From an optimization exercise on the open Yosys and OpenROAD flow, aimed at small area and a short achievable clock period; shortcuts taken in it are not production practice. Where RTL was checked, it was by simulation tests only, not by an equivalence proof against the original. Function not checked in run 5: the RTL went through the layout flow alone. Power and IR drop assume default switching activity.

**design/flow/design.v**
```verilog
module counters_tmr(
input wire clk,
input wire rst,
input wire baz,
input wire blrb,
input wire bar,
input wire zz1pb,
input wire [31:0] turn,
output reg [31:0] cnt,
output reg cwm,
output wire expire
);
  reg armed;
  wire [31:0] b;
  genvar i;
  assign b[0] = 1'b1;
  generate for (i = 1; i < 32; i = i + 1) begin : g_b
    assign b[i] = ~|cnt[i-1:0];
  end endgenerate
  wire up_zero = ~|cnt[31:1];
  wire is_zero = up_zero & ~cnt[0];
  wire is_one = up_zero & cnt[0];
  wire go = ~baz & armed & blrb;
  wire load = baz | (go & bar & is_zero);
  wire dec = go & (bar | ~cwm);
  wire shot = go & ~bar & ~cwm & is_one;
  assign expire = (go & bar & is_zero) | shot;
  always @(posedge clk, posedge rst) begin
    if (rst) begin
      cnt <= 32'd0;
      cwm <= 1'b0;
      armed <= 1'b0;
    end else begin
      cnt <= load ? turn : cnt ^ ({32{dec}} & b);
      if (baz) armed <= |turn;
      else if (shot) armed <= 1'b0;
      if (~zz1pb) cwm <= 1'b0;
      else if (expire) cwm <= 1'b1;
    end
  end
endmodule
module counters(
input wire sysclk,
input wire foo_card,
input wire wfoo0_baz,
input wire wfoo0_blrb,
input wire wfoo0_zz1pb,
input wire [31:0] wfoo0_turn,
input wire debct_baz,
input wire debct_blrb,
input wire debct_zz1pb,
input wire debct_bar,
input wire [31:0] debct_turn,
input wire Z0_bar,
input wire Z0_baz,
input wire Z0_blrb,
input wire Z0_zz1pb,
input wire [31:0] Z0_turn,
input wire Y1_bar,
input wire Y1_baz,
input wire Y1_blrb,
input wire Y1_zz1pb,
input wire [31:0] Y1_turn,
input wire X2_bar,
input wire X2_baz,
input wire X2_blrb,
input wire X2_zz1pb,
input wire [31:0] X2_turn,
input wire W3_bar,
input wire W3_baz,
input wire W3_blrb,
input wire W3_zz1pb,
input wire [31:0] W3_turn,
output wire Z0_cwm,
output wire [31:0] Z0,
output wire Y1_cwm,
output wire [31:0] Y1,
output wire X2_cwm,
output wire [31:0] X2,
output wire W3_cwm,
output wire [31:0] W3,
output reg wfoo0_cwm,
output wire [31:0] wfoo0_llwln,
output wire debct_cwm,
output reg debct_pull,
output wire [31:0] debct,
output wire wdfilecardA2P
);
  wire debct_exp, z0_exp, y1_exp, x2_exp, w3_exp;
  counters_tmr t_debct(.clk(sysclk), .rst(foo_card), .baz(debct_baz), .blrb(debct_blrb),
    .bar(debct_bar), .zz1pb(debct_zz1pb), .turn(debct_turn), .cnt(debct), .cwm(debct_cwm),
    .expire(debct_exp));
  counters_tmr t_Z0(.clk(sysclk), .rst(foo_card), .baz(Z0_baz), .blrb(Z0_blrb),
    .bar(Z0_bar), .zz1pb(Z0_zz1pb), .turn(Z0_turn), .cnt(Z0), .cwm(Z0_cwm),
    .expire(z0_exp));
  counters_tmr t_Y1(.clk(sysclk), .rst(foo_card), .baz(Y1_baz), .blrb(Y1_blrb),
    .bar(Y1_bar), .zz1pb(Y1_zz1pb), .turn(Y1_turn), .cnt(Y1), .cwm(Y1_cwm),
    .expire(y1_exp));
  counters_tmr t_X2(.clk(sysclk), .rst(foo_card), .baz(X2_baz), .blrb(X2_blrb),
    .bar(X2_bar), .zz1pb(X2_zz1pb), .turn(X2_turn), .cnt(X2), .cwm(X2_cwm),
    .expire(x2_exp));
  counters_tmr t_W3(.clk(sysclk), .rst(foo_card), .baz(W3_baz), .blrb(W3_blrb),
    .bar(W3_bar), .zz1pb(W3_zz1pb), .turn(W3_turn), .cnt(W3), .cwm(W3_cwm),
    .expire(w3_exp));
  reg [31:0] wd_cnt;
  reg wd_armed, wd_mark, wd_a2p;
  wire wd_zero = ~|wd_cnt;
  wire [31:0] wd_b;
  genvar j;
  assign wd_b[0] = 1'b1;
  generate for (j = 1; j < 32; j = j + 1) begin : g_wb
    assign wd_b[j] = ~|wd_cnt[j-1:0];
  end endgenerate
  wire wd_go = ~wfoo0_baz & wd_armed & wfoo0_blrb;
  wire wd_hit = wd_go & wd_zero;
  assign wfoo0_llwln = wd_cnt;
  assign wdfilecardA2P = wd_a2p;
  always @(posedge sysclk, posedge foo_card) begin
    if (foo_card) begin
      wd_cnt <= 32'd0;
      wd_armed <= 1'b0;
      wd_mark <= 1'b0;
      wd_a2p <= 1'b0;
      wfoo0_cwm <= 1'b0;
      debct_pull <= 1'b0;
    end else begin
      debct_pull <= debct_exp;
      wd_a2p <= wd_hit & wd_mark;
      wd_cnt <= (wfoo0_baz | wd_hit) ? wfoo0_turn : wd_cnt ^ ({32{wd_go}} & wd_b);
      if (wfoo0_baz) wd_armed <= ~wd_zero;
      else if (wd_hit & wd_mark) wd_armed <= 1'b0;
      if (wfoo0_baz) wd_mark <= 1'b0;
      else if (wd_hit) wd_mark <= 1'b1;
      if (~wfoo0_zz1pb) wfoo0_cwm <= 1'b0;
      else if (wd_hit & ~wd_mark) wfoo0_cwm <= 1'b1;
    end
  end
endmodule
```
**design/flow/flow/run.sh**
```bash
#!/bin/bash
# The standard layout (standard.sh), with two changes:
#  - port buffers use the smallest buffer cell (buf_1) instead of the default choice;
#  - if flow/dont_use.txt exists, it replaces the platform's don't-use list
#    (it repeats the platform's list and adds slow wide OR/NOR cells).
set -uo pipefail
export BUFFER_PORTS_ARGS="-buffer_cell sky130_fd_sc_hd__buf_1"
args=()
if [[ -s flow/dont_use.txt ]]; then
  args+=("DONT_USE_CELLS=$(tr '\n' ' ' < flow/dont_use.txt)")
fi
echo "extra make args: ${args[*]:-}" > run_args.log
bash standard.sh "${args[@]}" finish > standard.log 2>&1
```
**design/flow/flow/dont_use.txt**
```
sky130_fd_sc_hd__probe_p_8
sky130_fd_sc_hd__probec_p_8
sky130_fd_sc_hd__lpflow_bleeder_1
sky130_fd_sc_hd__lpflow_clkbufkapwr_1
sky130_fd_sc_hd__lpflow_clkbufkapwr_16
sky130_fd_sc_hd__lpflow_clkbufkapwr_2
sky130_fd_sc_hd__lpflow_clkbufkapwr_4
sky130_fd_sc_hd__lpflow_clkbufkapwr_8
sky130_fd_sc_hd__lpflow_clkinvkapwr_1
sky130_fd_sc_hd__lpflow_clkinvkapwr_16
sky130_fd_sc_hd__lpflow_clkinvkapwr_2
sky130_fd_sc_hd__lpflow_clkinvkapwr_4
sky130_fd_sc_hd__lpflow_clkinvkapwr_8
sky130_fd_sc_hd__lpflow_decapkapwr_12
sky130_fd_sc_hd__lpflow_decapkapwr_3
sky130_fd_sc_hd__lpflow_decapkapwr_4
sky130_fd_sc_hd__lpflow_decapkapwr_6
sky130_fd_sc_hd__lpflow_decapkapwr_8
sky130_fd_sc_hd__lpflow_inputiso0n_1
sky130_fd_sc_hd__lpflow_inputiso0p_1
sky130_fd_sc_hd__lpflow_inputiso1n_1
sky130_fd_sc_hd__lpflow_inputiso1p_1
sky130_fd_sc_hd__lpflow_inputisolatch_1
sky130_fd_sc_hd__lpflow_isobufsrc_1
sky130_fd_sc_hd__lpflow_isobufsrc_16
sky130_fd_sc_hd__lpflow_isobufsrc_2
sky130_fd_sc_hd__lpflow_isobufsrc_4
sky130_fd_sc_hd__lpflow_isobufsrc_8
sky130_fd_sc_hd__lpflow_isobufsrckapwr_16
sky130_fd_sc_hd__lpflow_lsbuf_lh_hl_isowell_tap_1
sky130_fd_sc_hd__lpflow_lsbuf_lh_hl_isowell_tap_2
sky130_fd_sc_hd__lpflow_lsbuf_lh_hl_isowell_tap_4
sky130_fd_sc_hd__lpflow_lsbuf_lh_isowell_4
sky130_fd_sc_hd__lpflow_lsbuf_lh_isowell_tap_1
sky130_fd_sc_hd__lpflow_lsbuf_lh_isowell_tap_2
sky130_fd_sc_hd__lpflow_lsbuf_lh_isowell_tap_4
#
#
Define
fill
cells
sky130_fd_sc_hd__or4_1
sky130_fd_sc_hd__or4_2
sky130_fd_sc_hd__or4_4
sky130_fd_sc_hd__nor4_1
sky130_fd_sc_hd__nor4_2
sky130_fd_sc_hd__nor4_4
sky130_fd_sc_hd__or4b_1
sky130_fd_sc_hd__or4b_2
sky130_fd_sc_hd__or4b_4
sky130_fd_sc_hd__or4bb_1
sky130_fd_sc_hd__or4bb_2
sky130_fd_sc_hd__or4bb_4
sky130_fd_sc_hd__nor4b_1
sky130_fd_sc_hd__nor4b_2
sky130_fd_sc_hd__nor4b_4
sky130_fd_sc_hd__nor4bb_1
sky130_fd_sc_hd__nor4bb_2
sky130_fd_sc_hd__nor4bb_4
sky130_fd_sc_hd__or3_1
sky130_fd_sc_hd__or3_2
sky130_fd_sc_hd__or3_4
sky130_fd_sc_hd__nor3_1
sky130_fd_sc_hd__nor3_2
sky130_fd_sc_hd__nor3_4
sky130_fd_sc_hd__or3b_1
sky130_fd_sc_hd__or3b_2
sky130_fd_sc_hd__or3b_4
sky130_fd_sc_hd__nor3b_1
sky130_fd_sc_hd__nor3b_2
sky130_fd_sc_hd__nor3b_4
```
**design/flow/standard.sh**
```bash
#!/bin/bash
# synth_recipe.tcl (not shown) runs the flow's synth.tcl, then flattens the netlist and writes it again
# the make line also repeats each setting of config.mk as NAME=value (left out here)
make -C /OpenROAD-flow-scripts/flow DESIGN_CONFIG=/design/flow/config.mk WORK_HOME=/design/flow/orfs CLKGATE_MAP_FILE= SYNTH_SCRIPT=/design/flow/synth_recipe.tcl "${@:-finish}"
```
**design/flow/config.mk**
```make
export PLATFORM = sky130hd
export DESIGN_NAME = counters
export DESIGN_NICKNAME = counters
export VERILOG_FILES = /design/flow/design.v
export SDC_FILE = /design/flow/constraint.sdc
export NUM_CORES = 4
export LEC_CHECK = 0
export CAP_MARGIN = 20
export CORE_MARGIN = 2
export CORE_UTILIZATION = 40
export CTS_CLUSTER_DIAMETER = 80
export CTS_CLUSTER_SIZE = 30
export SETUP_SLACK_MARGIN = 1.6
export SLEW_MARGIN = 20
```
**design/flow/constraint.sdc**
```tcl
create_clock -name core_clock -period 3.3 [get_ports {sysclk}]
set_input_delay 0.6600 -clock core_clock [delete_from_list [all_inputs] [get_ports {sysclk}]]
set_output_delay 0.6600 -clock core_clock [all_outputs]
set_load 0.01 [all_outputs]
```
==> results_dict.tcl, run 1 <==
set metrics [dict create \
    outcome "complete, no violations" \
    nFillCells 1861 \
    drt-wirelength-per-cell_um 20.4 \
    synthTopCellsByArea "dfrtp_1, nor2_1, a21oi_1, xor2_1, xnor2_1" \
    drt_pre_antenna_iters 5 \
    arrival_ns 2.51 \
    startpoint_type "flop" \
    grt_start_max_net_pins 76 \
    grt_setup_unrepaired "true" \
    portBuffers 416 \
    clkTransAtPathRegs_ns 0.10 \
    setup_violations 0 \
    ant_nets 0 \
    dp_hpwl_um 27300 \
    grt_pass1_wl_um 70400 \
    critPathBufInv 3 \
    cpPeakStageDelay_ns 0.43 \
    cts_sinks 207 \
    grt_usage 0.289 \
    powerDensity_nw_per_um2 356 \
    root_buffer "clkbuf_16" \
    die_y_um 174 \
    final-seq-area_um2 5210 \
    antenna_found_initial 9 \
    overflow 0 \
    synthCells 1359 \
    cp.required_ns 3.70 \
    drt_drc_violations_left 0 \
    fin_crit_ns 2.11 \
    cp_common_cell "buf_12" \
    dieWidth_um 174 \
    ys_ff_latch 207 \
    ios 417 \
    routed_wl_um 52000 \
    cts_max_path_buffers 3 \
    ys_top_cells_by_count "nor2_1, dfrtp_1, a21oi_1" \
    cts_made_buffers 15 \
    slowest_stage "dfrtp_1" \
    async_reset_ff_frac 1.00 \
    vias 14100 \
    comb_power_share 0.322 \
    drv_slew 0 \
    swShare 0.335 \
    finalHoldViolations 0 \
    rows 62 \
    hp-class "in2async" \
    cp_cell_sequence "nor2_2, and4_4, and4bb_4, a41oi_4, buf_12, buf_12, buf_16, a21oi_1" \
    cts_tree "done" \
    yosys.area.top_type "dfrtp_1" \
    yosysMostFrequentCell "nor2_1" \
    die-area_um2 30300 \
    path_delay_family "simple AND/OR/NAND/NOR gates" \
    drive_gt1_frac 0.490 \
    gp_congestion 0.869 \
    drtIter0Drc 916 \
    crit_fanout 6 \
    final_net_count 2366 \
    relSlewSlack 0.473 \
    tightest_slew_ns 0.788 \
    fin_crit_sh 0.639 \
    synth.distinct_cells 46 \
    p_clk_frac 0.281 \
    power_w 0.00766 \
    synth_edf_count 0 \
    max-vdd-ir-drop_v 0.000390 \
    postSynthAreaPerCell_um2 8.51 \
    insertion_delay_ns 0.51 \
    synth-main-ff-cell "dfrtp_1" \
    seq_area_frac_synth 0.448 \
    viasPerCell 5.52 \
    h-tree-depth 1 \
    skew_ns 0.0356 \
    syn_to_final_growth_pct 85.8 \
    p_int_w 0.00509 \
    grt_pass1_vias 13200 \
    postCtsHoldBufs 0 \
    crit_path_end_kind "flop" \
    synth_nets 1582 \
    netlist_area_um2 11600 \
    power_switching_w 0.00256 \
    drv_cap 0 \
    p_leak_nw 8.78 \
    multi_input_area_um2 8160 \
    crit_type "reg2reg" \
    core_um2 28500 \
    fmax_ghz 0.474 \
    yosysTopAreaCellShare 0.448 \
    start_util 0.405 \
    p_seq_frac 0.397 \
    ys_warn_count 2 \
    holdWs_ns 0.296 \
]
-- sequential cells by signal, summed over array words and instances (netlist names), 32 cells and up --
register / count
t_W3.cnt: 32
t_X2.cnt: 32
t_Y1.cnt: 32
t_Z0.cnt: 32
t_debct.cnt: 32
wd_cnt: 32
-- power groups by stage --
stage          clock network (W)  registers (W)  logic, W
6_report                 0.00215        0.00304   0.00246
5_1_grt                  0.00229        0.00306   0.00260
4_1_cts                  0.00218        0.00300   0.00198
3_5_place_dp                   0        0.00306   0.00115
3_3_place_gp                   0        0.00306   0.00114
2_1_floorplan                  0        0.00312  0.000589
-- layout make-up --
class,count,share of cell area
Multi-Input combinational cell,1066,0.380
Timing Repair Buffer,819,0.323
Sequential cell,207,0.243
Tap cell,384,0.0224
Clock buffer,18,0.0189
Clock inverter,7,0.00641
Inverter,34,0.00611
Antenna cell,10,0.00116
-- logic make-up (layout without fill, tap and decap cells) --
| kind of cell | Yosys count | count (layout) | synth area share |
|---|---|---|---|
| AO/OA/AOI/OAI | 245 | 247 | 0.125 |
| AND/OR/NAND/NOR | 663 | 664 | 0.273 |
| buffers and inverters | 89 | 878 | 0.0342 |
| other | 0 | 10 | 0 |
| flip-flops | 207 | 207 | 0.448 |
| adder cells (fa/ha/maj) | 6 | 6 | 0.00649 |
| multiplexers | 5 | 5 | 0.00433 |
| XOR/XNOR | 144 | 144 | 0.109 |
-- path summary, 6_finish.rpt --
path	from	to	slack (ns)	cells after the start
min in group core_clock	wfoo0_turn[5]	wd_cnt[5]	0.35	2
min	foo_card	t_debct.cnt[16]	0.30	2
max reg2reg	t_Y1.cnt[10]	t_Y1.cnt[6]	1.19	8
max	t_Y1.cnt[10]	t_Y1.cnt[6]	1.19	8
min reg2reg	wfoo0_cwm	wfoo0_cwm	0.52	1
max in group asynchronous	foo_card	t_Y1.cnt[24]	2.12	3
-- through the flow --
step                      instance area (um^2)  std cells  setup WS, ns  setup TNS, ns  utilization
after floorplan                          12000       1359       -0.0462          -9.57            -
after global placement                   13700       2119         0.736              0        0.482
after detailed placement                 13700       2119         0.699              0        0.482
after CTS                                19000       2410          1.37              0        0.665
after global routing                     21500       2543          1.15              0        0.752
final                                    21500       2545          1.19              0        0.753
-- per-layer routing --
layer | global-route usage | wire length [um] | vias to the layer above
met5 | 0 | 0 | -
met4 | 0.169 | 3550 | 0
met3 | 0.0437 | 3410 | 243
met2 | 0.477 | 25200 | 686
li1 | - | - | 6238
met1 | 0.361 | 19800 | 6885
-- cell usage in the layout (no fill, tap or decap), types with 6 or more instances in the layout --
master / Yosys / layout
a21oi_1: 150 / 68
a21oi_2: 0 / 81
a31oi_1: 38 / 29
a31oi_2: 0 / 6
and2_1: 12 / 8
and2_4: 0 / 6
and3_1: 19 / 7
and3_4: 0 / 12
and4_4: 0 / 17
buf_1: 0 / 222
buf_12: 0 / 23
buf_16: 0 / 27
buf_2: 28 / 54
buf_4: 5 / 256
buf_6: 1 / 198
buf_8: 0 / 8
clkbuf_16: 0 / 25
clkbuf_2: 0 / 21
dfrtp_1: 207 / 181
dfrtp_2: 0 / 26
diode_2: 0 / 10
ha_1: 6 / 6
inv_1: 34 / 31
nand2_1: 59 / 53
nand2b_1: 19 / 18
nand3_1: 29 / 12
nand3_2: 0 / 15
nand3b_1: 18 / 18
nand4_1: 38 / 38
nand4b_1: 13 / 13
nor2_1: 394 / 182
nor2_2: 1 / 60
nor2_4: 0 / 153
nor2b_1: 18 / 13
o21a_1: 8 / 8
o21ai_0: 21 / 10
o21ai_1: 0 / 10
xnor2_1: 68 / 65
xor2_1: 76 / 74
-- repair_timing --
item / 4_1_cts / 5_1_grt
pin swaps: 63 / 68
endpoints found under the setup margin: 397 / 400
gates cloned: 29 / 16
buffers inserted: 237 / 109
resized for setup: 693 / 358
endpoints found under the hold margin: 0 / 0
==> inputs of run 2 (changes only) <==
--- a/design/flow/config.mk
+++ b/design/flow/config.mk
@@ -8,7 +8,5 @@
 export CAP_MARGIN = 20
 export CORE_MARGIN = 2
 export CORE_UTILIZATION = 40
-export CTS_CLUSTER_DIAMETER = 80
-export CTS_CLUSTER_SIZE = 30
-export SETUP_SLACK_MARGIN = 1.6
+export SETUP_SLACK_MARGIN = 1.3
 export SLEW_MARGIN = 20
==> results_dict.tcl, run 2 <==
set metrics [dict create \
    layout_common_cells "buf_1, nor2_1, dfrtp_1, a21oi_1, xor2_1" \
    synth_fa_ha_area_frac 0.00649 \
    portBuffers 416 \
    ys_top_cells_by_count "nor2_1, dfrtp_1, a21oi_1" \
    grt_setup_unrepaired "true" \
    cts_max_path_buffers 3 \
    seq_area_frac_synth 0.448 \
    yosysMostFrequentCell "nor2_1" \
    cts_made_buffers 25 \
    cp.required_ns 2.64 \
    yosys.area_share.simple 0.273 \
    powerDensity_nw_per_um2 464 \
    grt_pass1_wl_um 56600 \
    placed_cells 2119 \
    yosysTopAreaCellShare 0.448 \
    root_buffer "clkbuf_16" \
    dieWidth_um 174 \
    syn_to_final_growth_pct 27.9 \
    postSynthAreaPerCell_um2 8.51 \
    antenna_found_initial 1 \
    synth-main-ff-cell "dfrtp_1" \
    final_cell_area_um2 14800 \
    drive_gt1_frac 0.0813 \
    arrival_ns 1.32 \
    relSlewSlack 0.452 \
    synthCells 1359 \
    skew_ns 0.00647 \
    startpoint_type "flop" \
    synth_nets 1582 \
    p_leak_nw 5.65 \
    clkTransAtPathRegs_ns 0.06 \
    synth_edf_count 0 \
    core_um2 28500 \
    outcome "complete, no violations" \
    synth.area.mux_share 0.00433 \
    cts_sinks 207 \
    overflow 0 \
    crit_fanout 3 \
    drv_slew 0 \
    synth_top_family_by_area "simple AND/OR/NAND/NOR gates" \
    drt_pre_antenna_iters 7 \
    die_y_um 174 \
    synth.distinct_cells 46 \
    cts_tree "done" \
    grt_usage 0.227 \
    insertion_delay_ns 0.51 \
    crit_type "reg2out" \
    drt_drc_violations_left 0 \
    routed_wl_um 35900 \
    ios 417 \
    final_net_count 2002 \
    async_reset_ff_frac 1.00 \
    max-vdd-ir-drop_v 0.000327 \
    rows 62 \
    synth-compound-area-share 0.125 \
    viasPerCell 5.17 \
    ys_warn_count 2 \
    postCtsHoldBufs 0 \
    dp_hpwl_um 26900 \
    fmax_ghz 0.505 \
    ant_nets 0 \
    drt-wirelength-per-cell_um 16.4 \
    drtIter0Drc 698 \
    placed_area_um2 13600 \
    netlist_area_um2 11600 \
    die-area_um2 30300 \
    start_util 0.405 \
    fin_crit_ns 1.98 \
    h-tree-depth 1 \
    setup_violations 0 \
    yosys.area.top_type "dfrtp_1" \
    ys_ff_latch 207 \
    hp-class "in2async" \
    grt_start_max_net_pins 79 \
    drv_cap 0 \
    finalHoldViolations 0 \
    gp_congestion 0.889 \
    crit_path_end_kind "output port" \
    layout_commonest_cell "buf_1" \
    fin_cells 2182 \
    tightest_slew_ns 0.821 \
    fin_crit_sh 0.600 \
    synthTopCellsByArea "dfrtp_1, nor2_1, a21oi_1, xor2_1, xnor2_1" \
    vias 11300 \
    synth_xor_area_frac 0.109 \
    grt_pass1_vias 11000 \
]
[run 2: final timing paths]
| check | startpoint | end | slack [ns] | cells past startpoint |
|---|---|---|---|---|
| worst max-delay path | t_debct.cnt[12] | debct[12] | 1.32 | 3 |
| worst max register to register | t_X2.cnt[10] | t_X2.cnt[15] | 1.37 | 7 |
| worst min-delay path | foo_card | t_debct.cnt[5] | 0.29 | 2 |
| max in group asynchronous | foo_card | t_W3.cnt[1] | 2.12 | 3 |
| min in group core_clock | debct_zz1pb | t_debct.cwm | 0.34 | 2 |
| worst min register to register | t_debct.armed | t_debct.armed | 0.51 | 1 |
[run 2: cell type report]
| cell class | count | area [um^2] |
|---|---|---|
| inverters | 34 | 131 |
| multi-input cells | 1064 | 6250 |
| clock buffers | 38 | 734 |
| clock inverters | 5 | 50.0 |
| fillers | 2880 | 13800 |
| flip-flops and latches | 207 | 5180 |
| well taps | 384 | 480 |
| diodes | 3 | 7.51 |
| repair buffers | 447 | 1950 |
[run 2: per-layer routing]
metal  vias up  track usage  part of all wire
li1       5503            -                 -
met1      5342        0.296              0.43
met2       362        0.371              0.47
met3        79       0.0470             0.064
met4         0       0.0942             0.038
met5         -            0                 0
[run 2: cells by family after synthesis]
| group | after synthesis |
|---|---|
| buf+inv | 89 |
| simple gates | 663 |
| compound gates | 245 |
| flops | 207 |
| xor+xnor | 144 |
| fa+ha+maj | 6 |
| mux | 5 |
[run 2: report_power, final]
part | internal, W | leakage [nW] | switching (W)
combinational | 0.000474 | 2.93 | 0.000708
sequential | 0.00277 | 2.33 | 0.000257
clock | 0.00160 | 0.389 | 0.00106
total | 0.00484 | 5.65 | 0.00203
[run 2: what timing repair did]
item	CTS	global route
pin swaps	3	9
setup buffers	5	7
setup endpoints to repair	154	184
gates resized for setup	22	69
cloned	2	3
[run 2: through the flow]
stage | worst slack, ns | utilization | hold WS (ns) | total power (W) | setup TNS (ns)
floorplan | -0.0462 | - | 0.481 | 0.00368 | -9.57
global placement | 0.778 | 0.475 | 0.473 | 0.00417 | 0
detailed placement | 0.724 | 0.475 | 0.496 | 0.00419 | 0
CTS | 1.31 | 0.507 | 0.293 | 0.00691 | 0
global route | 1.26 | 0.518 | 0.323 | 0.00723 | 0
finish | 1.32 | 0.518 | 0.292 | 0.00686 | 0
[run 2: critical path, cell delays in order (launching register included)]
cell and delay (ns):
dfrtp_1 0.40, buf_4 0.14, buf_4 0.13, buf_1 0.13
==> inputs of run 3 (changes only) <==
==> design/flow/flow/run.sh (replaced) <==
#!/bin/bash
# The standard layout (standard.sh), with these changes:
#  - port buffers use the smallest buffer cell (buf_1) instead of the default choice;
#  - if flow/dont_use.txt exists, it replaces the platform's don't-use list
#    (it repeats the platform's list and adds slow wide OR/NOR cells);
#  - each line of flow/make_args.txt (if it exists) is passed to make as VAR=value.
set -uo pipefail
export BUFFER_PORTS_ARGS="-buffer_cell sky130_fd_sc_hd__buf_1"
args=()
if [[ -s flow/dont_use.txt ]]; then
  args+=("DONT_USE_CELLS=$(tr '\n' ' ' < flow/dont_use.txt)")
fi
if [[ -s flow/make_args.txt ]]; then
  while IFS= read -r line; do
    [[ -n "$line" ]] && args+=("$line")
  done < flow/make_args.txt
fi
printf '%s\n' "${args[@]}" > run_args.log
bash standard.sh "${args[@]}" finish > standard.log 2>&1
==> design/flow/flow/make_args.txt (new file) <==
CTS_ARGS=-sink_clustering_enable -repair_clock_nets -dont_use_dummy_load
==> results_dict.tcl, run 3 <==
set metrics [dict create \
    outcome "complete, no violations" \
    synthCells 1359 \
    core_um2 28500 \
    drtIter0Drc 666 \
    portBuffers 416 \
    drt-wirelength-per-cell_um 16.4 \
    skew_ns 0.0114 \
    clkTransAtPathRegs_ns 0.05 \
    ant_nets 0 \
    tightest_slew_ns 0.805 \
    netlist_area_um2 11600 \
    grt_pass1_vias 10900 \
    dieWidth_um 174 \
    drv_slew 0 \
    arrival_ns 2.37 \
    layout_common_cells "buf_1, nor2_1, dfrtp_1, a21oi_1, xor2_1" \
    ys_warn_count 2 \
    drive_gt1_frac 0.0620 \
    rows 62 \
    postCtsHoldBufs 0 \
    synth_nets 1582 \
    placed_cells 2119 \
    viasPerCell 5.19 \
    grt_usage 0.226 \
    synth-main-ff-cell "dfrtp_1" \
    synth_edf_count 0 \
    ys_ff_latch 207 \
    final_net_count 2000 \
    drv_cap 0 \
    crit_fanout 31 \
    yosys.area.top_type "dfrtp_1" \
    postSynthAreaPerCell_um2 8.51 \
    synthTopCellsByArea "dfrtp_1, nor2_1, a21oi_1, xor2_1, xnor2_1" \
    start_util 0.405 \
    h-tree-depth 1 \
    antenna_found_initial 1 \
    hp-class "in2async" \
    async_reset_ff_frac 1.00 \
    r2r_start "t_X2.cnt[24]" \
    placed_area_um2 13600 \
    crit_type "reg2reg" \
    routed_wl_um 35500 \
    ys_top_cells_by_count "nor2_1, dfrtp_1, a21oi_1" \
    critPathLaunch "t_X2.cnt[24]" \
    yosysTopAreaCellShare 0.448 \
    drt_drc_violations_left 0 \
    overflow 0 \
    cts_max_path_buffers 3 \
    root_buffer "clkbuf_16" \
    utilization 0.508 \
    yosysMostFrequentCell "nor2_1" \
    cts_sinks 207 \
    relSlewSlack 0.462 \
    power_w 0.00649 \
    cts_tree "done" \
    layout_commonest_cell "buf_1" \
    powerDensity_nw_per_um2 447 \
    fmax_ghz 0.501 \
    synth.distinct_cells 46 \
    ios 417 \
    fin_crit_ns 1.99 \
    critPathCapture "t_X2.cnt[15]" \
    grt_setup_unrepaired "true" \
    cp.required_ns 3.68 \
    finalHoldViolations 0 \
    vias 11200 \
    final_cell_area_um2 14500 \
    grt_pass1_wl_um 56300 \
    max-vdd-ir-drop_v 0.000315 \
    r2r.worst_path.cells 7 \
    rrSetupSlack_ns 1.31 \
    seq_area_frac_synth 0.448 \
    drt_pre_antenna_iters 5 \
    holdWs_ns 0.292 \
    die_y_um 174 \
    regToRegEndpoint "t_X2.cnt[15]" \
    cts_made_buffers 25 \
    die-area_um2 30300 \
    crit_path_end_kind "flop" \
    setup_violations 0 \
    syn_to_final_growth_pct 25.5 \
    p_leak_nw 5.55 \
    gp_congestion 0.889 \
    dp_hpwl_um 26900 \
    fin_cells 2163 \
    grt_start_max_net_pins 79 \
    nFillCells 2912 \
    startpoint_type "flop" \
    fin_crit_sh 0.605 \
    insertion_delay_ns 0.51 \
]
## run 3: area by class of cell
class / instances / area, um^2 / share of cell area
clock buffer: 25 / 626 / 0.0431
inverter: 34 / 131 / 0.00906
antenna: 4 / 10.0 / 0.000690
timing repair buffer: 445 / 1910 / 0.132
sequential: 207 / 5180 / 0.357
tap: 384 / 480 / 0.0331
multi-input combinational: 1064 / 6170 / 0.425
## run 3: what timing repair did
action                     CTS  global route
gates resized for setup     21            42
setup buffers                5             6
pin swaps                    3             7
setup endpoints to repair  155           184
gates cloned                 2             2
## run 3: kinds of logic after synthesis
kind of cell    share of synthesized area
fa+ha+maj                         0.00649
flops                               0.448
xor+xnor                            0.109
buf+inv                            0.0342
compound gates                      0.125
simple gates                        0.273
mux                               0.00433
## run 3: per-stage QoR
stage | setup slack, ns | setup TNS (ns)
after global routing | 1.23 | 0
after detailed placement | 0.724 | 0
after floorplan | -0.0462 | -9.57
after CTS | 1.30 | 0
after global placement | 0.778 | 0
final | 1.31 | 0
## run 3: how the worst min path moves through the flow
stage,to,from,depth (start not counted),slack [ns]
after CTS,t_Y1.cnt[25],foo_card,2,0.29
after floorplan,t_debct.armed,t_debct.armed,1,0.48
after detailed placement,wfoo0_cwm,wfoo0_cwm,1,0.50
after global routing,t_debct.cnt[7],foo_card,2,0.33
after global placement,wfoo0_cwm,wfoo0_cwm,1,0.47
final,t_debct.cnt[7],foo_card,2,0.29
## run 3: routing by layer
layer  vias up  GRT usage  routed length [um]
li1       5467          -                   -
met1      5331      0.292               15200
met2       354      0.370               16700
met3        78     0.0472                2340
met4         0     0.0938                1310
met5         -          0                   0
## run 3: critical path: stages, from the launching register on
cell and delay [ns]:
dfrtp_1 0.42, nor2_1 0.23, nand4bb_1 0.21, and4b_1 0.36, a41oi_4 0.14, buf_4 0.26, nor2_1 0.18, a21oi_1 0.06
## run 3: power breakdown
part           total (W)  switching, W  internal, W
Clock            0.00230      0.000980      0.00132
Sequential       0.00302      0.000257      0.00277
Combinational    0.00116      0.000698     0.000465
Total            0.00649       0.00194      0.00455
==> inputs of run 4 (changes only) <==
==> design/flow/flow/make_args.txt (replaced) <==
CTS_ARGS=-sink_clustering_enable -repair_clock_nets -dont_use_dummy_load -sink_clustering_size 20 -sink_clustering_max_diameter 100 -buf_list {sky130_fd_sc_hd__clkbuf_8 sky130_fd_sc_hd__clkbuf_16}
==> results_dict.tcl, run 4 <==
set metrics [dict create \
    drv_cap 0 \
    routed_wl_um 35800 \
    overflow 0 \
    p_leak_nw 5.46 \
    h-tree-depth 1 \
    core_um2 28500 \
    async_reset_ff_frac 1.00 \
    synth_edf_count 0 \
    finalHoldViolations 0 \
    final-seq-area_um2 5180 \
    powerDensity_nw_per_um2 406 \
    cts_sinks 207 \
    placed_area_um2 13600 \
    clkTransAtPathRegs_ns 0.08 \
    hp-class "in2async" \
    outcome "complete, no violations" \
    nFillCells 2910 \
    setup_violations 0 \
    r2r_start "t_debct.cnt[21]" \
    grt_start_max_net_pins 79 \
    cp.required_ns 3.66 \
    crit_path_end_kind "flop" \
    seq_area_frac_synth 0.448 \
    netlist_area_um2 11600 \
    cts_made_buffers 14 \
    drv_slew 0 \
    max-vdd-ir-drop_v 0.000316 \
    cts_tree "done" \
    arrival_ns 2.32 \
    tightest_slew_ns 0.807 \
    ys_top_cells_by_count "nor2_1, dfrtp_1, a21oi_1" \
    fin_crit_ns 1.97 \
    grt_pass1_vias 10800 \
    die_y_um 174 \
    synthTopCellsByArea "dfrtp_1, nor2_1, a21oi_1, xor2_1, xnor2_1" \
    slowest_stage "o31a_4" \
    vias 11200 \
    ys_ff_latch 207 \
    synth.distinct_cells 46 \
    fmax_ghz 0.509 \
    final_cell_area_um2 14400 \
    dieWidth_um 174 \
    synth-main-ff-cell "dfrtp_1" \
    crit_type "reg2reg" \
    viasPerCell 5.19 \
    layout_common_cells "buf_1, nor2_1, dfrtp_1, a21oi_1, xor2_1" \
    grt_usage 0.225 \
    fin_crit_sh 0.595 \
    ios 417 \
    synthCells 1359 \
    root_buffer "clkbuf_16" \
    layout_commonest_cell "buf_1" \
    r2r.worst_path.cells 7 \
    drt-wirelength-per-cell_um 16.6 \
    finalWorstSetupSlack_ns 1.33 \
    drtIter0Drc 721 \
    insertion_delay_ns 0.48 \
    postSynthAreaPerCell_um2 8.51 \
    drt_pre_antenna_iters 5 \
    drt_drc_violations_left 0 \
    skew_ns 0.0201 \
    crit_fanout 8 \
    regToRegEndpoint "t_debct.cnt[12]" \
    rows 62 \
    gp_congestion 0.889 \
    pre_cts_ws_ns 0.724 \
    die-area_um2 30300 \
    final_net_count 1993 \
    ant_nets 0 \
    rrSetupSlack_ns 1.33 \
    yosys.area.top_type "dfrtp_1" \
    syn_to_final_growth_pct 24.3 \
    grt_pass1_wl_um 56000 \
    start_util 0.405 \
    cts_max_path_buffers 3 \
    relSlewSlack 0.461 \
    drive_gt1_frac 0.0679 \
    dp_hpwl_um 26900 \
    cpPeakStageDelay_ns 0.48 \
    cp_cell_sequence "nor2_2, and4_4, nand4_1, o31a_4, clkbuf_16, nor2_1, a21oi_1" \
    ys_warn_count 2 \
    postCtsHoldBufs 0 \
    synth_nets 1582 \
    grt_setup_unrepaired "true" \
    yosysMostFrequentCell "nor2_1" \
    startpoint_type "flop" \
    antenna_found_initial 1 \
    yosysTopAreaCellShare 0.448 \
    portBuffers 416 \
    multi_input_area_um2 6220 \
]
==> run 4: changes by cell type in the layout (fill, tap and decap cells not counted), sizes merged <==
cell    change
clkbuf      -9
buf         +2
diode       -1
==> run 4: routing by layer <==
metal | track usage | part of all wire
met1 | 0.292 | 0.43
met2 | 0.367 | 0.47
met3 | 0.0468 | 0.065
met4 | 0.0945 | 0.041
met5 | 0 | 0
==> run 4: cell type report <==
| cell class | count | area share |
|---|---|---|
| Inverter | 34 | 0.00914 |
| Antenna cell | 3 | 0.000522 |
| Clock buffer | 14 | 0.0244 |
| Timing Repair Buffer | 449 | 0.139 |
| Sequential cell | 207 | 0.361 |
| Tap cell | 384 | 0.0334 |
| Multi-Input combinational cell | 1064 | 0.433 |
==> run 4: where the power goes <==
group / switching (W) / internal (W)
Clock: 0.000877 / 0.000760
Sequential: 0.000257 / 0.00276
Combinational: 0.000709 / 0.000476
Total: 0.00184 / 0.00400
==> run 4: stage by stage <==
stage / total power (W) / utilization / instances / hold slack (ns) / setup TNS, ns
2_1_floorplan: 0.00368 / - / 1359 / 0.481 / -9.57
3_3_place_gp: 0.00417 / 0.475 / 2119 / 0.473 / 0
3_5_place_dp: 0.00419 / 0.475 / 2119 / 0.496 / 0
4_1_cts: 0.00587 / 0.492 / 2139 / 0.313 / 0
5_1_grt: 0.00617 / 0.503 / 2153 / 0.350 / 0
6_report: 0.00584 / 0.503 / 2155 / 0.321 / 0
==> run 4: how the worst max path moves through the flow <==
| stage | cells after the start | endpoint | slack, ns | startpoint |
|---|---|---|---|---|
| floorplan | 1 | debct_pull | -0.05 | foo_card |
| finish | 7 | t_debct.cnt[12] | 1.33 | t_debct.cnt[21] |
| global route | 7 | t_debct.cnt[20] | 1.25 | t_debct.cnt[4] |
| CTS | 7 | t_debct.cnt[6] | 1.31 | t_debct.cnt[12] |
| detailed placement | 7 | t_Y1.cnt[14] | 0.72 | Y1_baz |
| global placement | 7 | t_Y1.cnt[14] | 0.78 | Y1_baz |
==> run 4: timing repair <==
item | in CTS | in global routing
endpoints found under the setup margin | 155 | 173
pin swaps | 3 | 8
gates cloned | 2 | 4
setup buffers | 4 | 9
gates resized for setup | 22 | 62
==> run 4: cells by family (layout without fill, tap and decap cells) <==
kind of cell               after synthesis  after routing  share of synthesized area
other                                    0              3                          0
muxes                                    5              5                    0.00433
AOI/OAI and AO/OA                      245            246                      0.125
DFF                                    207            207                      0.448
buffers and inverters                   89            497                     0.0342
adders and majority gates                6              6                    0.00649
xor gates and xnor gates               144            144                      0.109
and+or+nand+nor                        663            663                      0.273
==> run 4: critical path, delay by kind of cell (launching register included) <==
| family | cells | cell delay, ns |
|---|---|---|
| compound gates | 2 | 0.54 |
| buf+inv | 1 | 0.20 |
| flops | 1 | 0.42 |
| simple gates | 4 | 0.69 |
==> inputs of run 5 (changes only) <==
--- a/design/flow/design.v
+++ b/design/flow/design.v
@@ -11,28 +11,66 @@
 output wire expire
 );
   reg armed;
+  reg nz;
   wire [31:0] b;
-  genvar i;
   assign b[0] = 1'b1;
-  generate for (i = 1; i < 32; i = i + 1) begin : g_b
-    assign b[i] = ~|cnt[i-1:0];
-  end endgenerate
+  wire b_g0 = ~|cnt[3:0];
+  wire b_g1 = ~|cnt[7:4];
+  wire b_g2 = ~|cnt[11:8];
+  wire b_g3 = ~|cnt[15:12];
+  wire b_g4 = ~|cnt[19:16];
+  wire b_g5 = ~|cnt[23:20];
+  wire b_g6 = ~|cnt[27:24];
+  wire b_g7 = ~|cnt[31:28];
+  assign b[1] = ~|cnt[0:0];
+  assign b[2] = ~|cnt[1:0];
+  assign b[3] = ~|cnt[2:0];
+  assign b[4] = b_g0;
+  assign b[5] = b_g0 & ~|cnt[4:4];
+  assign b[6] = b_g0 & ~|cnt[5:4];
+  assign b[7] = b_g0 & ~|cnt[6:4];
+  assign b[8] = b_g0 & b_g1;
+  assign b[9] = b_g0 & b_g1 & ~|cnt[8:8];
+  assign b[10] = b_g0 & b_g1 & ~|cnt[9:8];
+  assign b[11] = b_g0 & b_g1 & ~|cnt[10:8];
+  assign b[12] = b_g0 & b_g1 & b_g2;
+  assign b[13] = b_g0 & b_g1 & b_g2 & ~|cnt[12:12];
+  assign b[14] = b_g0 & b_g1 & b_g2 & ~|cnt[13:12];
+  assign b[15] = b_g0 & b_g1 & b_g2 & ~|cnt[14:12];
+  assign b[16] = b_g0 & b_g1 & b_g2 & b_g3;
+  assign b[17] = b_g0 & b_g1 & b_g2 & b_g3 & ~|cnt[16:16];
+  assign b[18] = b_g0 & b_g1 & b_g2 & b_g3 & ~|cnt[17:16];
+  assign b[19] = b_g0 & b_g1 & b_g2 & b_g3 & ~|cnt[18:16];
+  assign b[20] = b_g0 & b_g1 & b_g2 & b_g3 & b_g4;
+  assign b[21] = b_g0 & b_g1 & b_g2 & b_g3 & b_g4 & ~|cnt[20:20];
+  assign b[22] = b_g0 & b_g1 & b_g2 & b_g3 & b_g4 & ~|cnt[21:20];
+  assign b[23] = b_g0 & b_g1 & b_g2 & b_g3 & b_g4 & ~|cnt[22:20];
+  assign b[24] = b_g0 & b_g1 & b_g2 & b_g3 & b_g4 & b_g5;
+  assign b[25] = b_g0 & b_g1 & b_g2 & b_g3 & b_g4 & b_g5 & ~|cnt[24:24];
+  assign b[26] = b_g0 & b_g1 & b_g2 & b_g3 & b_g4 & b_g5 & ~|cnt[25:24];
+  assign b[27] = b_g0 & b_g1 & b_g2 & b_g3 & b_g4 & b_g5 & ~|cnt[26:24];
+  assign b[28] = b_g0 & b_g1 & b_g2 & b_g3 & b_g4 & b_g5 & b_g6;
+  assign b[29] = b_g0 & b_g1 & b_g2 & b_g3 & b_g4 & b_g5 & b_g6 & ~|cnt[28:28];
+  assign b[30] = b_g0 & b_g1 & b_g2 & b_g3 & b_g4 & b_g5 & b_g6 & ~|cnt[29:28];
+  assign b[31] = b_g0 & b_g1 & b_g2 & b_g3 & b_g4 & b_g5 & b_g6 & ~|cnt[30:28];
   wire up_zero = ~|cnt[31:1];
-  wire is_zero = up_zero & ~cnt[0];
   wire is_one = up_zero & cnt[0];
-  wire go = ~baz & armed & blrb;
-  wire load = baz | (go & bar & is_zero);
-  wire dec = go & (bar | ~cwm);
-  wire shot = go & ~bar & ~cwm & is_one;
-  assign expire = (go & bar & is_zero) | shot;
+  wire turn_nz = |turn;
+  wire run = armed & blrb;
+  wire load = baz | (run & bar & ~nz);
+  wire dec = run & (bar | ~cwm);
+  wire shot = ~baz & run & ~bar & ~cwm & is_one;
+  assign expire = (~baz & run & bar & ~nz) | shot;
   always @(posedge clk, posedge rst) begin
     if (rst) begin
       cnt <= 32'd0;
+      nz <= 1'b0;
       cwm <= 1'b0;
       armed <= 1'b0;
     end else begin
       cnt <= load ? turn : cnt ^ ({32{dec}} & b);
-      if (baz) armed <= |turn;
+      nz <= load ? turn_nz : dec ? ~is_one : nz;
+      if (baz) armed <= turn_nz;
       else if (shot) armed <= 1'b0;
       if (~zz1pb) cwm <= 1'b0;
       else if (expire) cwm <= 1'b1;
@@ -104,20 +142,60 @@
     .expire(w3_exp));
   reg [31:0] wd_cnt;
   reg wd_armed, wd_mark, wd_a2p;
-  wire wd_zero = ~|wd_cnt;
+  reg wd_nz;
   wire [31:0] wd_b;
-  genvar j;
   assign wd_b[0] = 1'b1;
-  generate for (j = 1; j < 32; j = j + 1) begin : g_wb
-    assign wd_b[j] = ~|wd_cnt[j-1:0];
-  end endgenerate
-  wire wd_go = ~wfoo0_baz & wd_armed & wfoo0_blrb;
-  wire wd_hit = wd_go & wd_zero;
+  wire wd_b_g0 = ~|wd_cnt[3:0];
+  wire wd_b_g1 = ~|wd_cnt[7:4];
+  wire wd_b_g2 = ~|wd_cnt[11:8];
+  wire wd_b_g3 = ~|wd_cnt[15:12];
+  wire wd_b_g4 = ~|wd_cnt[19:16];
+  wire wd_b_g5 = ~|wd_cnt[23:20];
+  wire wd_b_g6 = ~|wd_cnt[27:24];
+  wire wd_b_g7 = ~|wd_cnt[31:28];
+  assign wd_b[1] = ~|wd_cnt[0:0];
+  assign wd_b[2] = ~|wd_cnt[1:0];
+  assign wd_b[3] = ~|wd_cnt[2:0];
+  assign wd_b[4] = wd_b_g0;
+  assign wd_b[5] = wd_b_g0 & ~|wd_cnt[4:4];
+  assign wd_b[6] = wd_b_g0 & ~|wd_cnt[5:4];
+  assign wd_b[7] = wd_b_g0 & ~|wd_cnt[6:4];
+  assign wd_b[8] = wd_b_g0 & wd_b_g1;
+  assign wd_b[9] = wd_b_g0 & wd_b_g1 & ~|wd_cnt[8:8];
+  assign wd_b[10] = wd_b_g0 & wd_b_g1 & ~|wd_cnt[9:8];
+  assign wd_b[11] = wd_b_g0 & wd_b_g1 & ~|wd_cnt[10:8];
+  assign wd_b[12] = wd_b_g0 & wd_b_g1 & wd_b_g2;
+  assign wd_b[13] = wd_b_g0 & wd_b_g1 & wd_b_g2 & ~|wd_cnt[12:12];
+  assign wd_b[14] = wd_b_g0 & wd_b_g1 & wd_b_g2 & ~|wd_cnt[13:12];
+  assign wd_b[15] = wd_b_g0 & wd_b_g1 & wd_b_g2 & ~|wd_cnt[14:12];
+  assign wd_b[16] = wd_b_g0 & wd_b_g1 & wd_b_g2 & wd_b_g3;
+  assign wd_b[17] = wd_b_g0 & wd_b_g1 & wd_b_g2 & wd_b_g3 & ~|wd_cnt[16:16];
+  assign wd_b[18] = wd_b_g0 & wd_b_g1 & wd_b_g2 & wd_b_g3 & ~|wd_cnt[17:16];
+  assign wd_b[19] = wd_b_g0 & wd_b_g1 & wd_b_g2 & wd_b_g3 & ~|wd_cnt[18:16];
+  assign wd_b[20] = wd_b_g0 & wd_b_g1 & wd_b_g2 & wd_b_g3 & wd_b_g4;
+  assign wd_b[21] = wd_b_g0 & wd_b_g1 & wd_b_g2 & wd_b_g3 & wd_b_g4 & ~|wd_cnt[20:20];
+  assign wd_b[22] = wd_b_g0 & wd_b_g1 & wd_b_g2 & wd_b_g3 & wd_b_g4 & ~|wd_cnt[21:20];
+  assign wd_b[23] = wd_b_g0 & wd_b_g1 & wd_b_g2 & wd_b_g3 & wd_b_g4 & ~|wd_cnt[22:20];
+  assign wd_b[24] = wd_b_g0 & wd_b_g1 & wd_b_g2 & wd_b_g3 & wd_b_g4 & wd_b_g5;
+  assign wd_b[25] = wd_b_g0 & wd_b_g1 & wd_b_g2 & wd_b_g3 & wd_b_g4 & wd_b_g5 & ~|wd_cnt[24:24];
+  assign wd_b[26] = wd_b_g0 & wd_b_g1 & wd_b_g2 & wd_b_g3 & wd_b_g4 & wd_b_g5 & ~|wd_cnt[25:24];
+  assign wd_b[27] = wd_b_g0 & wd_b_g1 & wd_b_g2 & wd_b_g3 & wd_b_g4 & wd_b_g5 & ~|wd_cnt[26:24];
+  assign wd_b[28] = wd_b_g0 & wd_b_g1 & wd_b_g2 & wd_b_g3 & wd_b_g4 & wd_b_g5 & wd_b_g6;
+  assign wd_b[29] = wd_b_g0 & wd_b_g1 & wd_b_g2 & wd_b_g3 & wd_b_g4 & wd_b_g5 & wd_b_g6 & ~|wd_cnt[28:28];
+  assign wd_b[30] = wd_b_g0 & wd_b_g1 & wd_b_g2 & wd_b_g3 & wd_b_g4 & wd_b_g5 & wd_b_g6 & ~|wd_cnt[29:28];
+  assign wd_b[31] = wd_b_g0 & wd_b_g1 & wd_b_g2 & wd_b_g3 & wd_b_g4 & wd_b_g5 & wd_b_g6 & ~|wd_cnt[30:28];
+  wire wd_up_zero = ~|wd_cnt[31:1];
+  wire wd_is_one = wd_up_zero & wd_cnt[0];
+  wire wd_turn_nz = |wfoo0_turn;
+  wire wd_run = wd_armed & wfoo0_blrb;
+  wire wd_load = wfoo0_baz | (wd_run & ~wd_nz);
+  wire wd_hit = ~wfoo0_baz & wd_run & ~wd_nz;
   assign wfoo0_llwln = wd_cnt;
   assign wdfilecardA2P = wd_a2p;
   always @(posedge sysclk, posedge foo_card) begin
     if (foo_card) begin
       wd_cnt <= 32'd0;
+      wd_nz <= 1'b0;
       wd_armed <= 1'b0;
       wd_mark <= 1'b0;
       wd_a2p <= 1'b0;
@@ -126,8 +204,9 @@
     end else begin
       debct_pull <= debct_exp;
       wd_a2p <= wd_hit & wd_mark;
-      wd_cnt <= (wfoo0_baz | wd_hit) ? wfoo0_turn : wd_cnt ^ ({32{wd_go}} & wd_b);
-      if (wfoo0_baz) wd_armed <= ~wd_zero;
+      wd_cnt <= wd_load ? wfoo0_turn : wd_cnt ^ ({32{wd_run}} & wd_b);
+      wd_nz <= wd_load ? wd_turn_nz : wd_run ? ~wd_is_one : wd_nz;
+      if (wfoo0_baz) wd_armed <= wd_nz;
       else if (wd_hit & wd_mark) wd_armed <= 1'b0;
       if (wfoo0_baz) wd_mark <= 1'b0;
       else if (wd_hit) wd_mark <= 1'b1;
==> design/flow/flow/run.sh (replaced) <==
#!/bin/bash
# The standard layout (standard.sh), with two changes:
#  - port buffers use the smallest buffer cell (buf_1) instead of the default choice;
#  - if flow/dont_use.txt exists, it replaces the platform's don't-use list
#    (it repeats the platform's list and adds slow wide OR/NOR cells).
set -uo pipefail
export BUFFER_PORTS_ARGS="-buffer_cell sky130_fd_sc_hd__buf_1"
args=()
if [[ -s flow/dont_use.txt ]]; then
  args+=("DONT_USE_CELLS=$(tr '\n' ' ' < flow/dont_use.txt)")
fi
echo "extra make args: ${args[*]:-}" > run_args.log
bash standard.sh "${args[@]}" finish > standard.log 2>&1
--- a/design/flow/config.mk
+++ b/design/flow/config.mk
@@ -8,5 +8,5 @@
 export CAP_MARGIN = 20
 export CORE_MARGIN = 2
 export CORE_UTILIZATION = 40
-export SETUP_SLACK_MARGIN = 1.3
+export SETUP_SLACK_MARGIN = 0.8
 export SLEW_MARGIN = 20
removed: design/flow/flow/make_args.txt
==> results_dict.tcl, run 5 <==
set metrics [dict create \
    outcome "complete, no violations" \
    rows 65 \
    start_util 0.406 \
    arrival_ns 2.57 \
    yosysMostFrequentCell "nor2_1" \
    fin_crit_ns 2.16 \
    drive_gt1_frac 0.0523 \
    relSlewSlack 0.360 \
    antenna_found_initial 5 \
    vias 13000 \
    setup_violations 0 \
    hp-class "in2async" \
    fmax_ghz 0.462 \
    netlist_area_um2 12800 \
    fin_crit_sh 0.655 \
    powerDensity_nw_per_um2 480 \
    ys_ff_latch 213 \
    drv_cap 0 \
    ys_warn_count 2 \
    overflow 0 \
    dp_hpwl_um 31200 \
    yosysTopAreaCellShare 0.417 \
    use_met1 0.317 \
    utilization 0.493 \
    grt_usage 0.241 \
    synth_nets 1765 \
    power_w 0.00744 \
    final_cell_area_um2 15500 \
    pre_cts_ws_ns 0.829 \
    dieWidth_um 183 \
    ys_top_cells_by_count "nor2_1, dfrtp_1, nand2_1" \
    post_cts_buffers 0 \
    seq_area_frac_synth 0.417 \
    placed_area_um2 14600 \
    finalWorstSetupSlack_ns 1.14 \
    synthTopCellsByArea "dfrtp_1, nor2_1, a31oi_1, o21ai_0, nand2_1" \
    synthCells 1542 \
    routed_wl_um 41400 \
    cts_max_path_buffers 3 \
    drt_drc_violations_left 0 \
    max-vdd-ir-drop_v 0.000386 \
    skew_ns 0.00856 \
    startpoint_type "flop" \
    r2r_start "t_X2.cnt[0]" \
    grt_pass1_vias 12400 \
    root_buffer "clkbuf_16" \
    cts_tree "done" \
    drt_pre_antenna_iters 5 \
    cts_sinks 213 \
    met3_usage 0.0505 \
    syn_to_final_growth_pct 21.4 \
    crit_fanout 17 \
    die_y_um 183 \
    synth_edf_count 0 \
    grt_pass1_wl_um 65100 \
    cpPeakStageDelay_ns 0.66 \
    crit_path_end_kind "flop" \
    postCtsHoldBufs 0 \
    cp.required_ns 3.71 \
    layout_commonest_cell "buf_1" \
    clkTransAtPathRegs_ns 0.06 \
    synth.distinct_cells 62 \
    final-seq-area_um2 5330 \
    insertion_delay_ns 0.54 \
    finalHoldViolations 0 \
    nFillCells 3198 \
    ios 417 \
    busiest_layer "met2" \
    cp_cell_sequence "nor2_1, and4_1, nand4_1, o31ai_1, a31oi_1" \
    met2_usage 0.395 \
    h-tree-depth 1 \
    drv_slew 0 \
    cts_made_buffers 28 \
    critPathLaunch "t_X2.cnt[0]" \
    portBuffers 416 \
    drt-wirelength-per-cell_um 17.6 \
    yosys.area.top_type "dfrtp_1" \
    grt_setup_unrepaired "false" \
    crit_type "reg2reg" \
    core_um2 31500 \
    synth-main-ff-cell "dfrtp_1" \
    gp_congestion 0.866 \
    viasPerCell 5.53 \
    tightest_slew_ns 0.960 \
    holdWs_ns 0.231 \
    cts-resized-gates 0 \
    grt_start_max_net_pins 59 \
    drtIter0Drc 655 \
    layout_common_cells "buf_1, nor2_1, dfrtp_1, nand2_1, o21ai_0" \
    ant_nets 0 \
    multi_input_area_um2 6840 \
    async_reset_ff_frac 1.00 \
    postSynthAreaPerCell_um2 8.28 \
    final_net_count 2154 \
    p_leak_nw 6.16 \
    die-area_um2 33400 \
    slowest_stage "and4_1" \
]
[run 5: changes by cell type after synthesis, sizes merged, moves of 14 or more]
cell | before | now
inv | 34 | 50
nand4b | 13 | 37
xnor2 | 68 | 34
a31oi | 38 | 99
a21oi | 151 | 12
xor2 | 76 | 39
nor2 | 395 | 330
nand4 | 38 | 68
nand2 | 59 | 146
o21ai | 21 | 126
and3 | 19 | 43
clkbuf | 21 | 35
nand3 | 29 | 51
o31ai | 5 | 20
[run 5: area by class of cell]
class | count | area share
clock inverter | 3 | 0.00121
tap | 402 | 0.0324
antenna | 4 | 0.000645
inverter | 50 | 0.0123
timing repair buffer | 439 | 0.114
sequential | 213 | 0.344
multi-input combinational | 1199 | 0.441
clock buffer | 46 | 0.0548
[run 5: cell families (layout without fill, tap and decap cells)]
kind of cell / count (synthesis) / count (layout) / synth area share
compound gates: 304 / 304 / 0.146
xor+xnor: 73 / 73 / 0.0500
fa+ha+maj: 6 / 6 / 0.00588
buf+inv: 130 / 538 / 0.0491
flops: 213 / 213 / 0.417
mux: 6 / 6 / 0.00519
other cells: 0 / 4 / 0
simple gates: 810 / 810 / 0.327
[run 5: worst paths after layout]
check / to / cells past startpoint / slack (ns)
worst max-delay path: t_X2.cnt[25] / 5 / 1.14
worst min-delay path: t_Y1.cnt[29] / 2 / 0.23
worst max register to register: t_X2.cnt[25] / 5 / 1.14
worst min register to register: wfoo0_cwm / 1 / 0.49
max in group asynchronous: t_X2.cnt[18] / 3 / 2.29
min in group core_clock: wfoo0_cwm / 2 / 0.33
[run 5: layer usage]
layer | vias to the layer above | part of all wire
li1 | 6261 | -
met2 | 435 | 0.46
met3 | 76 | 0.069
met4 | 4 | 0.035
met5 | - | 0.00065
met1 | 6264 | 0.43
[run 5: metrics by stage]
step                instances  TNS, ns
floorplan                1542   -27.73
global placement         2303        0
detailed placement       2303        0
CTS                      2352        0
global route             2354        0
finish                   2356        0
[run 5: report_power, final]
part,leakage [nW],internal (W),switching (W),total [W]
registers,2.47,0.00287,0.000288,0.00316
logic,3.27,0.000514,0.000862,0.00138
clock network,0.426,0.00174,0.00117,0.00291
[run 5: critical path: cells and delay by family (launching register included)]
| family | cells | cell delay, ns |
|---|---|---|
| AND/OR/NAND/NOR | 3 | 1.20 |
| AO/OA/AOI/OAI | 2 | 0.44 |
| flip-flops | 1 | 0.40 |

==> re-timing with driven ports <==
Ports are ideal in the flow. The routed layouts listed here were re-timed in OpenROAD.
Step 1: set_driving_cell puts a clkbuf_16 on sysclk and a buf_2 on each other input, an assumption about the parent block.
Step 2, shift: input delay + t, output delay - t, t = (earliest + latest rising clock arrival at the registers) / 2. This alone moves slack from input paths to output paths.
Three values: ideal ports, drivers, drivers and shift; two values: the first two.
run | t, ns | setup slack, ns | hold WS [ns] | slew at the worst register clock pin (ns)
run 1 | 0.545 | 1.191 / 1.191 / 0.890 | 0.296 / 0.268 / 0.521 | 0.12 / 0.12
run 2 | 0.560 | 1.319 / 1.269 / 0.874 | 0.292 / 0.283 / 0.511 | 0.06 / 0.06
run 3 | 0.556 | 1.305 / 1.305 / 0.870 | 0.292 / 0.283 / 0.511 | 0.06 / 0.06
run 4 | 0.525 | 1.335 / 1.326 / 0.915 | 0.321 / 0.314 / 0.523 | 0.09 / 0.09
run 5 | 0.591 | 1.137 / 1.137 / 0.781 | 0.231 / 0.195 / 0.493 | 0.06 / 0.06
After both steps every run listed still meets setup and hold. For run 2, which loses most, drivers alone change the setup slack by -0.050 ns; drivers and shift together by -0.445 ns.
